Context: an optimization exercise on an open-source flow, tuned for small area and a short achievable clock period. The choices shown serve that exercise and are no tape-out recipe.
Only simulation tests tie the RTL to the original design; equivalence was not proved.
Power is estimated from default activity; no workload was simulated.

// adder
module adder #(
    parameter N = 512,
    parameter p = 512'h65b48e8f740f89bffc8ab0d15e3e4c4ab42d083aedc88c425afbfcc69322c9cda7aac6c567f35507516730cc1f0b4f25c2721bf457aca8351b81b90533c6c87b,
    parameter word_size = 32,
    parameter chunks = N/word_size
    ) (
    input clk,
    input rst,
    input c_in,
    input wire [N-1:0] X, Y,
    output wire [N:0] Z,
    output reg done
);
reg state;
reg [511:0] bs;    
reg [127:0] bg;    
reg cr;           
reg [512:0] zr;
assign Z = zr;
always @(posedge clk) begin
    if (rst) begin
        state <= 1'b0;
        done <= 1'b0;
    end else begin
        state <= 1'b1;
        done <= state;
    end
end
integer i;
wire [511:0] ic;    
wire [511:0] isum;
wire [127:0] icout;
genvar b;
generate for (b = 0; b < 512; b = b + 1) begin : ib
    if (b % 4 == 0) begin
        assign isum[b] = X[b] ^ Y[b];
        assign ic[b] = X[b] & Y[b];
    end else begin
        adder_fa fa (.a(X[b]), .b(Y[b]), .ci(ic[b-1]), .s(isum[b]), .co(ic[b]));
    end
    if (b % 4 == 3) assign icout[b/4] = ic[b];
end endgenerate
always @(posedge clk) begin
    cr <= c_in;
    bs <= isum;
    bg <= icout;
end
wire [127:0] bp;
genvar j;
generate for (j = 0; j < 128; j = j + 1) begin : gp
    assign bp[j] = &bs[4*j +: 4];
end endgenerate
wire g0c = bg[0] | (bp[0] & cr);
wire pg1;
wire pg2;
wire pp2;
wire pg3;
wire pp3;
wire pg4;
wire pp4;
wire pg5;
wire pp5;
wire pg6;
wire pp6;
wire pg7;
wire pp7;
wire pg8;
wire pp8;
wire pg9;
wire pp9;
wire pg10;
wire pp10;
wire pg11;
wire pp11;
wire pg12;
wire pp12;
wire pg13;
wire pp13;
wire pg14;
wire pp14;
wire pg15;
wire pp15;
wire pg16;
  ...
==> flow/config.mk <==
export PLATFORM = sky130hd
export DESIGN_NAME = adder
export DESIGN_NICKNAME = adder
export VERILOG_FILES = /design/flow/design.v
export SDC_FILE = /design/flow/constraint.sdc
export NUM_CORES = 4
export LEC_CHECK = 0
export ABC_AREA = 1
export CAP_MARGIN = 20
export CORE_AREA = 10 10 320 320
export CTS_CLUSTER_DIAMETER = 80
export CTS_CLUSTER_SIZE = 30
export DIE_AREA = 0 0 330 330
export PLACE_DENSITY = 0.75
export SLEW_MARGIN = 20
export SYNTH_HIERARCHICAL = 1
export SYNTH_MINIMUM_KEEP_SIZE = 0
==> flow/constraint.sdc <==
create_clock -name core_clock -period 10.0 [get_ports {clk}]
set_input_delay 2.0000 -clock core_clock [delete_from_list [all_inputs] [get_ports {clk}]]
set_output_delay 2.0000 -clock core_clock [all_outputs]
set_load 0.01 [all_outputs]
standard.sh (not shown) runs the stock make flow with config.mk's settings and CLKGATE_MAP_FILE= SYNTH_SCRIPT=/design/flow/synth_recipe.tcl, a recipe that flattens the netlist after the stock synthesis.
==> flow/flow/run.sh <==
#!/bin/bash
# Own layout flow: the standard flow with the standard synthesis unchanged, and
#  - port buffers made from plain buffers (buf_1, resized later as timing needs) instead of the
#    default delay buffer,
#  - pins allowed on every routing track of the die's edge, so that the die can be small,
set -euo pipefail
MARGIN=${MARGIN:-6.5}
bash standard.sh \
  "BUFFER_PORTS_ARGS=-buffer_cell sky130_fd_sc_hd__buf_1" \
  "PLACE_PINS_ARGS=-min_distance 1 -min_distance_in_tracks" \
  "SETUP_SLACK_MARGIN=$MARGIN" \
  finish > standard.log 2>&1
The starting point finished with timing, DRC and antenna clean.
Edit:
CORE_AREA = 10 10 370 370   (was 10 10 320 320)
DIE_AREA = 0 0 380 380   (was 0 0 330 330)
PLACE_DENSITY = not set   (was 0.75)
Outcome: Clock-buffer cell count falls by 4; worst setup slack is better by 21 ps; sequential share of layout area is lower by 0.96 points; global-route usage came out lower by 7.2 points; clock power rises by about a fifth; routed wire length grows slightly; die area climbs by a quarter to a third; cell count increases by a little under a tenth; worst hold slack gets worse by 7.3 ps; area after synthesis stays the same; critical path depth stays the same.

* * *

## main
Another version of the RTL of adder (not shown whole).
For scale: ~1200 flip-flops, roughly 1500 I/O pins, ~54000 µm² of cells after synthesis.
Settings: LEC_CHECK=0, ABC_AREA=1, CAP_MARGIN=20, CORE_AREA=10 10 530 530, CTS_CLUSTER_DIAMETER=80, CTS_CLUSTER_SIZE=30, DIE_AREA=0 0 540 540, SLEW_MARGIN=20, SYNTH_HIERARCHICAL=1, SYNTH_MINIMUM_KEEP_SIZE=0; clock period 10.0 ns.
==> flow/flow/run.sh <==
#!/bin/bash
set -euo pipefail
MARGIN=${MARGIN:-6.5}
bash standard.sh \
  "BUFFER_PORTS_ARGS=-buffer_cell sky130_fd_sc_hd__buf_1" \
  "SETUP_SLACK_MARGIN=$MARGIN" \
  finish > standard.log 2>&1
diff inputs: main => the feature branch
Settings: swapping 10 10 530 530 for 10 10 370 370 in CORE_AREA; swapping 0 0 540 540 for 0 0 380 380 in DIE_AREA.
==> flow/flow/run.sh <==
#!/bin/bash
# Own layout flow: the standard flow with the standard synthesis unchanged, and
#  - port buffers made from plain buffers (buf_1, resized later as timing needs) instead of the
#    default delay buffer,
#  - pins allowed on every routing track of the die's edge, so that the die can be small,
set -euo pipefail
MARGIN=${MARGIN:-7.0}
bash standard.sh \
  "BUFFER_PORTS_ARGS=-buffer_cell sky130_fd_sc_hd__buf_1" \
  "PLACE_PINS_ARGS=-min_distance 1 -min_distance_in_tracks" \
  "SETUP_SLACK_MARGIN=$MARGIN" \
  "CTS_ARGS=-sink_clustering_enable -repair_clock_nets -sink_clustering_size 30 -sink_clustering_max_diameter 80 -dont_use_dummy_load" \
  finish > standard.log 2>&1
==> comparison <==
- Comparing main and the feature branch, power is higher on main.
- Comparing main and the feature branch, the lower signed area change from the synthesized netlist to the final layout was measured on the feature branch.
- As far as top-level I/O count goes, the feature branch and main are indistinguishable; the numbers are identical.
- On die area, main loses to the feature branch.
- The feature branch vs. main: final area shrank by about 2%; well tap count shrank by 1810; fraction of area in registers grew by 0.88 points.
- Relative to main, the critical path data arrival time of the feature branch is lower by 2.71 ns.
- Number of buffers other than clock buffers in the final layout: the feature branch vs main — no meaningful difference

* * *

== alpha ==
adder again, from the RTL that the note above started with.
==> flow/config.mk <==
export PLATFORM = sky130hd
export DESIGN_NAME = adder
export DESIGN_NICKNAME = adder
export VERILOG_FILES = /design/flow/design.v
export SDC_FILE = /design/flow/constraint.sdc
export NUM_CORES = 4
export LEC_CHECK = 0
export ABC_AREA = 1
export CAP_MARGIN = 20
export CORE_AREA = 10 10 320 320
export CTS_CLUSTER_DIAMETER = 80
export CTS_CLUSTER_SIZE = 30
export DIE_AREA = 0 0 330 330
export PLACE_DENSITY = 0.75
export SLEW_MARGIN = 20
export SYNTH_HIERARCHICAL = 1
export SYNTH_MINIMUM_KEEP_SIZE = 0
==> flow/constraint.sdc <==
create_clock -name core_clock -period 10.0 [get_ports {clk}]
set_input_delay 2.0000 -clock core_clock [delete_from_list [all_inputs] [get_ports {clk}]]
set_output_delay 2.0000 -clock core_clock [all_outputs]
set_load 0.01 [all_outputs]
==> flow/flow/run.sh <==
#!/bin/bash
# Own layout flow: the standard flow with the standard synthesis unchanged, and
#  - port buffers made from plain buffers (buf_1, resized later as timing needs) instead of the
#    default delay buffer,
#  - pins allowed on every routing track of the die's edge, so that the die can be small,
set -euo pipefail
MARGIN=${MARGIN:-6.8}
bash standard.sh \
  "BUFFER_PORTS_ARGS=-buffer_cell sky130_fd_sc_hd__buf_1" \
  "PLACE_PINS_ARGS=-min_distance 1 -min_distance_in_tracks" \
  "SETUP_SLACK_MARGIN=$MARGIN" \
  finish > standard.log 2>&1
In summary, alpha completed successfully, with a layout that passed the timing, DRC and antenna checks.
What beta does differently from alpha at the input level:
# alpha
export LEC_CHECK = 0
export ABC_AREA = 1
export CAP_MARGIN = 20
export CORE_AREA = 10 10 320 320
export CTS_CLUSTER_DIAMETER = 80
export CTS_CLUSTER_SIZE = 30
export DIE_AREA = 0 0 330 330
export PLACE_DENSITY = 0.75
export SLEW_MARGIN = 20
export SYNTH_HIERARCHICAL = 1
export SYNTH_MINIMUM_KEEP_SIZE = 0
create_clock -name core_clock -period 10.0 [get_ports {clk}]
# beta
export LEC_CHECK = 0
export ABC_AREA = 1
export CAP_MARGIN = 20
export CORE_AREA = 10 10 370 370
export CTS_CLUSTER_DIAMETER = 80
export CTS_CLUSTER_SIZE = 30
export DIE_AREA = 0 0 380 380
export SLEW_MARGIN = 20
export SYNTH_HIERARCHICAL = 1
export SYNTH_MINIMUM_KEEP_SIZE = 0
create_clock -name core_clock -period 10.0 [get_ports {clk}]
diff --git a/flow/flow/run.sh b/flow/flow/run.sh
--- a/flow/flow/run.sh
+++ b/flow/flow/run.sh
@@ -6,3 +6,3 @@
 set -euo pipefail
-MARGIN=${MARGIN:-6.8}
+MARGIN=${MARGIN:-6.5}
 bash standard.sh \
Findings:
The die of beta is larger than the one used in alpha. Comparing alpha against beta, there is no change at all in sequential cell count. Compared with alpha, beta shows a routed length per placed instance that is 1.1 um lower. Delta (beta minus alpha): share of total power in sequential cells went down by 1.4 points, final core utilization went down by 19 points. In the route summary, beta ends up with a via count below that of alpha. The endpoint of the most critical setup path comes out Z[146] in one run and Z[324] in the other, namely in beta and alpha respectively. Compared beta vs alpha, and total number of placement rows is up in beta. Half-perimeter wire length after placement delta for beta relative to alpha: 4.2% higher. beta against alpha; power is up slightly. Compared with alpha, in beta multi-input combinational cell area shows a reduction of about 1.4%, number of antenna violations at the first check in global routing shows a reduction of about 47%.

* * *

adder, a different RTL version from the one above (not shown whole).
Size: about 3300 cells after synthesis, about 51000 um2 of cells after synthesis.
==> flow/design.v (excerpt) <==
module adder #(
    parameter N = 512,
    parameter p = 512'h65b48e8f740f89bffc8ab0d15e3e4c4ab42d083aedc88c425afbfcc69322c9cda7aac6c567f35507516730cc1f0b4f25c2721bf457aca8351b81b90533c6c87b,
    parameter word_size = 32,
    parameter chunks = N/word_size
    ) (
    input clk,
    input rst,
    input c_in,
    input wire [N-1:0] X, Y,
    output wire [N:0] Z,
    output reg done
);
clock: 10.0 ns
lec_check: 0
cap_margin: 20
core_margin: 2
core_utilization: 50
slew_margin: 20
run.sh (not shown) runs the stock make flow with config.mk's settings and CLKGATE_MAP_FILE= SYNTH_SCRIPT=/design/flow/synth_recipe.tcl, a recipe that flattens the netlist after the stock synthesis.
Stock flow here: none of the scripts above is used.
The starting point stopped in 3_2_place_iop with PPL-0024.
Change:
--- a/flow/config.mk
+++ b/flow/config.mk
@@ -8,4 +8,5 @@
 export CAP_MARGIN = 20
-export CORE_MARGIN = 2
-export CORE_UTILIZATION = 50
+export CORE_AREA = 10 10 530 530
+export DIE_AREA = 0 0 540 540
+export SETUP_SLACK_MARGIN = 5
 export SLEW_MARGIN = 20
- The new run passed the timing, DRC and antenna checks
- synthesized cell count stays the same
- synthesized area is unchanged
Change:
--- a/flow/config.mk
+++ b/flow/config.mk
@@ -7,6 +7,6 @@
 export LEC_CHECK = 0
+export ABC_CLOCK_PERIOD_IN_PS = 3000
 export CAP_MARGIN = 20
-export CORE_AREA = 10 10 530 530
-export DIE_AREA = 0 0 540 540
-export SETUP_SLACK_MARGIN = 5
+export CORE_MARGIN = 2
+export CORE_UTILIZATION = 50
 export SLEW_MARGIN = 20
The new run stopped in 3_2_place_iop, error PPL-0024.
Synthesized area stays the same.
Synthesized cell count does not change.
Change:
==> flow/flow/run.sh (new file) <==
#!/bin/bash
set -euo pipefail
MARGIN=${MARGIN:-6.5}
bash standard.sh \
  "BUFFER_PORTS_ARGS=-buffer_cell sky130_fd_sc_hd__buf_1" \
  "SETUP_SLACK_MARGIN=$MARGIN" \
  finish > standard.log 2>&1
==> flow/standard.sh (new file) <==
#!/bin/bash
# synth_recipe.tcl (not shown) runs the flow's synth.tcl, then flattens the netlist and writes it again
# the make line also repeats each setting of config.mk as NAME=value (left out here)
make -C /OpenROAD-flow-scripts/flow DESIGN_CONFIG=/design/flow/config.mk WORK_HOME=/design/flow/orfs CLKGATE_MAP_FILE= SYNTH_SCRIPT=/design/flow/synth_recipe.tcl "${@:-finish}"
--- a/flow/config.mk
+++ b/flow/config.mk
@@ -7,6 +7,8 @@
 export LEC_CHECK = 0
-export ABC_CLOCK_PERIOD_IN_PS = 3000
+export ABC_AREA = 1
 export CAP_MARGIN = 20
-export CORE_MARGIN = 2
-export CORE_UTILIZATION = 50
+export CORE_AREA = 10 10 530 530
+export CTS_CLUSTER_DIAMETER = 80
+export CTS_CLUSTER_SIZE = 30
+export DIE_AREA = 0 0 540 540
 export SLEW_MARGIN = 20
removed: flow/run.sh
This time the run finished clean.
Synthesized cell count rises by 8.2%.
Synthesized area rises by 0.69%.

* * *

== job 6595 ==
adder, a different RTL version from the one above (not shown whole).
Size: roughly 4,700 cells after synthesis, about 1,500 I/O pins, about 46,000 µm² of cells after synthesis.
==> flow/config.mk <==
export PLATFORM = sky130hd
export DESIGN_NAME = adder
export DESIGN_NICKNAME = adder
export VERILOG_FILES = /design/flow/design.v
export SDC_FILE = /design/flow/constraint.sdc
export NUM_CORES = 4
export LEC_CHECK = 0
export ABC_AREA = 1
export CAP_MARGIN = 20
export CORE_AREA = 10 10 370 370
export CTS_CLUSTER_DIAMETER = 80
export CTS_CLUSTER_SIZE = 30
export DIE_AREA = 0 0 380 380
export SLEW_MARGIN = 20
export SYNTH_HIERARCHICAL = 1
export SYNTH_MINIMUM_KEEP_SIZE = 0
==> flow/constraint.sdc <==
create_clock -name core_clock -period 10.0 [get_ports {clk}]
set_input_delay 2.0000 -clock core_clock [delete_from_list [all_inputs] [get_ports {clk}]]
set_output_delay 2.0000 -clock core_clock [all_outputs]
set_load 0.01 [all_outputs]
standard.sh (not shown) runs the stock make flow with config.mk's settings and CLKGATE_MAP_FILE= SYNTH_SCRIPT=/design/flow/synth_recipe.tcl, a recipe that flattens the netlist after the stock synthesis.
==> flow/flow/run.sh <==
#!/bin/bash
# Own layout flow: the standard flow with the standard synthesis unchanged, and
#  - port buffers made from plain buffers (buf_1, resized later as timing needs) instead of the
#    default delay buffer,
#  - pins allowed on every routing track of the die's edge, so that the die can be small,
set -euo pipefail
MARGIN=${MARGIN:-6.5}
bash standard.sh \
  "BUFFER_PORTS_ARGS=-buffer_cell sky130_fd_sc_hd__buf_1" \
  "PLACE_PINS_ARGS=-min_distance 1 -min_distance_in_tracks" \
  "SETUP_SLACK_MARGIN=$MARGIN" \
  "CTS_ARGS=-sink_clustering_enable -repair_clock_nets -sink_clustering_size 30 -sink_clustering_max_diameter 80 -dont_use_dummy_load" \
  finish > standard.log 2>&1
The following lists how job 6532 was set up differently from job 6595:
==> flow/flow/run.sh <==
#!/bin/bash
# Own layout flow: the standard flow with the standard synthesis unchanged, and
#  - port buffers made from plain buffers (buf_1, resized later as timing needs) instead of the
#    default delay buffer,
#  - pins allowed on every routing track of the die's edge, so that the die can be small,
#  - after global placement, each output buffer moved next to the register that drives it
#    (move_outbufs.tcl); detailed placement legalizes it,
#  - clock tree sinks clustered in groups of up to 30 within 80 um, without dummy loads.
# Each tool's full output stays in orfs/logs/; make's output goes to standard.log and
# move_outbufs.log here.
set -euo pipefail
MARGIN=${MARGIN:-6.65}
HERE=$(pwd)
ARGS=(
  "BUFFER_PORTS_ARGS=-buffer_cell sky130_fd_sc_hd__buf_1"
  "PLACE_PINS_ARGS=-min_distance 1 -min_distance_in_tracks"
  "SETUP_SLACK_MARGIN=$MARGIN"
  "CTS_ARGS=-sink_clustering_enable -repair_clock_nets -sink_clustering_size 30 -sink_clustering_max_diameter 80 -dont_use_dummy_load"
)
RES=$HERE/orfs/results/sky130hd/adder/base
bash standard.sh "${ARGS[@]}" "$RES/3_3_place_gp.odb" > standard.log 2>&1
ODB_FILE=$RES/3_3_place_gp.odb openroad -no_init -exit "$HERE/flow/move_outbufs.tcl" > move_outbufs.log 2>&1
bash standard.sh "${ARGS[@]}" finish >> standard.log 2>&1
==> flow/flow/move_outbufs.tcl (new file) <==
# Moves each output port's buffer next to the register that drives it, so that the register
# drives a short wire and the (resizable) buffer drives the wire to the pin.
read_db $::env(ODB_FILE)
set block [ord::get_db_block]
set moved 0
foreach bterm [$block getBTerms] {
  if {[$bterm getIoType] ne "OUTPUT"} continue
  set net [$bterm getNet]
  if {$net eq "NULL"} continue
  set buf ""
  foreach it [$net getITerms] { if {[$it isOutputSignal]} { set buf [$it getInst] } }
  if {$buf eq ""} continue
  set drv ""
  foreach it [$buf getITerms] {
    if {[$it isInputSignal]} {
      set innet [$it getNet]
      if {$innet eq "NULL"} continue
      foreach jt [$innet getITerms] { if {[$jt isOutputSignal]} { set drv [$jt getInst] } }
    }
  }
  if {$drv eq ""} continue
  set loc [$drv getLocation]
  $buf setLocation [lindex $loc 0] [lindex $loc 1]
  incr moved
}
puts "moved $moved output buffers"
write_db $::env(ODB_FILE)
==> comparison <==
- Job 6532 against job 6595: arrival time reported for the critical path endpoint decreased by 0.11 ns relative to the old numbers; part of the power in combinational logic increased by 3.2 points relative to the old numbers.
- Total power ends up higher on job 6532.
- In job 6532, antenna cell count is higher than in job 6595.
- Job 6532 against job 6595: leakage component of the power up 6.9%, number of fill cells in the layout dropped 248, final cell count without fillers increased by 144 relative to the old numbers, peak supply drop went up 14 µV.
For job 6307, these inputs were changed with respect to job 6532:
diff --git a/flow/flow/run.sh b/flow/flow/run.sh
--- a/flow/flow/run.sh
+++ b/flow/flow/run.sh
@@ -10,5 +10,5 @@
 # move_outbufs.log here.
 set -euo pipefail
-MARGIN=${MARGIN:-6.65}
+MARGIN=${MARGIN:-6.5}
 HERE=$(pwd)
 ARGS=(
- Job 6532 → job 6307: final worst setup slack now smaller; count of cell types in the netlist essentially unchanged; net switching power figure went down; clock-buffer cell count +2; antenna diode count decreased 8.
- | area fraction of clock buffers and clock inverters | job 6307 vs job 6532 | 0.18 points higher |
- Between job 6307 and job 6532, it is job 6307 whose number of global-route vias before repair is lower, by 463.
- Diff job 6532..job 6307 | count of placed standard cells including taps | negligible
- Compared with job 6532, job 6307 shows clock slew at the register clock pins of the worst setup and hold paths lower by 0.02 ns.
#### Input delta (job 6015 over job 6307)
diff --git a/flow/flow/run.sh b/flow/flow/run.sh
--- a/flow/flow/run.sh
+++ b/flow/flow/run.sh
@@ -6,5 +6,5 @@
 #  - after global placement, each output buffer moved next to the register that drives it
 #    (move_outbufs.tcl); detailed placement legalizes it,
-#  - clock tree sinks clustered in groups of up to 30 within 80 um, without dummy loads.
+#  - clock tree sinks clustered in groups of up to 20 within 50 um, without dummy loads.
 # Each tool's full output stays in orfs/logs/; make's output goes to standard.log and
 # move_outbufs.log here.
@@ -16,5 +16,5 @@
   "PLACE_PINS_ARGS=-min_distance 1 -min_distance_in_tracks"
   "SETUP_SLACK_MARGIN=$MARGIN"
-  "CTS_ARGS=-sink_clustering_enable -repair_clock_nets -sink_clustering_size 30 -sink_clustering_max_diameter 80 -dont_use_dummy_load"
+  "CTS_ARGS=-sink_clustering_enable -repair_clock_nets -sink_clustering_size 20 -sink_clustering_max_diameter 50 -dont_use_dummy_load"
 )
 RES=$HERE/orfs/results/sky130hd/adder/base
### Flow results
Min count of H-tree levels built during CTS across job 6307 and job 6015: job 6307
Job 6015 ended up with bs[174]$_DFFE_PN_ as its launching element of the worst setup path; job 6307 ended up with bs[99]$_DFFE_PN_.
Going from job 6307 to job 6015, vias per cell level; max-cap violation count level; maximum clock rate moved up.
Relative to job 6015, the following input files were edited for job 2761:
diff --git a/flow/flow/run.sh b/flow/flow/run.sh
--- a/flow/flow/run.sh
+++ b/flow/flow/run.sh
@@ -5,6 +5,6 @@
 #  - pins allowed on every routing track of the die's edge, so that the die can be small,
 #  - after global placement, each output buffer moved next to the register that drives it
-#    (move_outbufs.tcl); detailed placement legalizes it,
-#  - clock tree sinks clustered in groups of up to 20 within 50 um, without dummy loads.
+#    and made a buf_2 (move_outbufs.tcl); detailed placement legalizes it,
+#  - clock tree sinks clustered in groups of up to 30 within 80 um, without dummy loads.
 # Each tool's full output stays in orfs/logs/; make's output goes to standard.log and
 # move_outbufs.log here.
@@ -16,5 +16,5 @@
   "PLACE_PINS_ARGS=-min_distance 1 -min_distance_in_tracks"
   "SETUP_SLACK_MARGIN=$MARGIN"
-  "CTS_ARGS=-sink_clustering_enable -repair_clock_nets -sink_clustering_size 20 -sink_clustering_max_diameter 50 -dont_use_dummy_load"
+  "CTS_ARGS=-sink_clustering_enable -repair_clock_nets -sink_clustering_size 30 -sink_clustering_max_diameter 80 -dont_use_dummy_load"
 )
 RES=$HERE/orfs/results/sky130hd/adder/base
diff --git a/flow/flow/move_outbufs.tcl b/flow/flow/move_outbufs.tcl
--- a/flow/flow/move_outbufs.tcl
+++ b/flow/flow/move_outbufs.tcl
@@ -1,7 +1,8 @@
 # Moves each output port's buffer next to the register that drives it, so that the register
-# drives a short wire and the (resizable) buffer drives the wire to the pin.
+# drives a short wire and the (resizable) buffer, made a buf_2, drives the wire to the pin.
 read_db $::env(ODB_FILE)
 set block [ord::get_db_block]
 set moved 0
+set buf2 [[ord::get_db] findMaster sky130_fd_sc_hd__buf_2]
 foreach bterm [$block getBTerms] {
   if {[$bterm getIoType] ne "OUTPUT"} continue
@@ -22,4 +23,5 @@
   set loc [$drv getLocation]
   $buf setLocation [lindex $loc 0] [lindex $loc 1]
+  if {[[$buf getMaster] getName] eq "sky130_fd_sc_hd__buf_1"} { $buf swapMaster $buf2 }
   incr moved
 }
==> notes.md <==
- Clock power share delta for job 2761 relative to job 6015: 9.0 points lower
- Relative to job 6015, final net count decreased by 64 in job 2761.
- STATUS detailed router's first-iteration violation count: job 2761 loses against job 6015
- Job 2761 against job 6015: combinational fraction of design power +4.5 points; utilization shows a reduction of 0.72 points; peak ir drop on the vdd network now smaller; global-route track usage on met1 saw a decrease.
- On slack of the worst reg-to-reg path, the higher figure sits with job 2761, not job 6015.
diff inputs: job 2761 => job 8179
Settings: PLACE_DENSITY newly set to 0.7.
[summary]
Job 8179: all stages complete, timing, DRC and antenna checks passed
Any difference in final total power between job 8179 and job 2761 is small enough to ignore.
Comparing job 8179 and job 2761, the higher final critical-path required period was measured on job 8179.
Cmp job 8179 vs job 2761: final cell count higher in job 8179
Ratio of final minimum period to clock period: job 8179 > job 2761

static timing again, ports no longer ideal:
The results above use ideal ports. As a check the final layouts listed here were re-extracted and re-timed, cells and wires unchanged.
Step 1 (the two cells are an assumption about what drives the block):
set clk [get_ports {clk}]
set_driving_cell -lib_cell sky130_fd_sc_hd__clkbuf_16 $clk
set_driving_cell -lib_cell sky130_fd_sc_hd__buf_2 [delete_from_list [all_inputs] $clk]
Step 2, shift: input delay + t, output delay - t, t = (earliest + latest rising clock arrival at the registers) / 2. This alone moves slack from input paths to output paths.
Slacks: ideal ports / drivers / drivers and shift; pairs: ideal ports / drivers.
| run | shift t [ns] | setup WS [ns] | hold slack, ns | slew at the worst register clock pin (ns) | worst data-port slew with drivers (ns) |
|---|---|---|---|---|---|
| the first run of note 1 | 0.722 | 6.550 / 6.479 / 6.129 | 0.416 / 0.416 / 0.416 | 0.12 / 0.12 | 0.33 |
| the second run of note 1 | 0.760 | 6.571 / 6.496 / 6.154 | 0.409 / 0.409 / 0.409 | 0.11 / 0.11 | 0.20 |
| main | 0.823 | 6.418 / 6.418 / 6.115 | 0.399 / 0.399 / 0.399 | 0.11 / 0.11 | 0.29 |
| the feature branch | 0.706 | 6.651 / 6.574 / 6.297 | 0.396 / 0.396 / 0.396 | 0.11 / 0.11 | 0.23 |
| alpha | 0.733 | 6.623 / 6.548 / 6.161 | 0.409 / 0.409 / 0.409 | 0.12 / 0.12 | 0.25 |
| beta | 0.772 | 6.543 / 6.468 / 6.209 | 0.403 / 0.403 / 0.403 | 0.12 / 0.12 | 0.17 |
| the second run of note 4 | 0.891 | 5.355 / 5.355 / 5.355 | 0.441 / 0.441 / 0.441 | 0.07 / 0.07 | 0.34 |
| the fourth run of note 4 | 0.808 | 6.284 / 6.284 / 6.284 | 0.402 / 0.402 / 0.402 | 0.12 / 0.12 | 0.40 |
| job 6595 | 0.721 | 6.470 / 6.394 / 6.198 | 0.601 / 0.601 / 0.601 | 0.11 / 0.11 | 0.23 |
| job 6532 | 0.727 | 6.580 / 6.504 / 6.071 | 0.596 / 0.596 / 0.596 | 0.12 / 0.12 | 0.27 |
| job 6307 | 0.708 | 6.507 / 6.434 / 6.195 | 0.648 / 0.648 / 0.648 | 0.10 / 0.10 | 0.25 |
| job 6015 | 0.742 | 6.535 / 6.460 / 6.188 | 0.617 / 0.617 / 0.617 | 0.07 / 0.07 | 0.23 |
| job 2761 | 0.711 | 6.602 / 6.530 / 6.197 | 0.600 / 0.600 / 0.600 | 0.11 / 0.11 | 0.18 |
| job 8179 | 0.710 | 6.587 / 6.515 / 6.203 | 0.597 / 0.597 / 0.597 | 0.11 / 0.11 | 0.22 |
After both steps every run listed still meets setup and hold. The setup slack of job 6532, which loses most, moves by -0.076 ns with the drivers and by -0.509 ns with both steps.
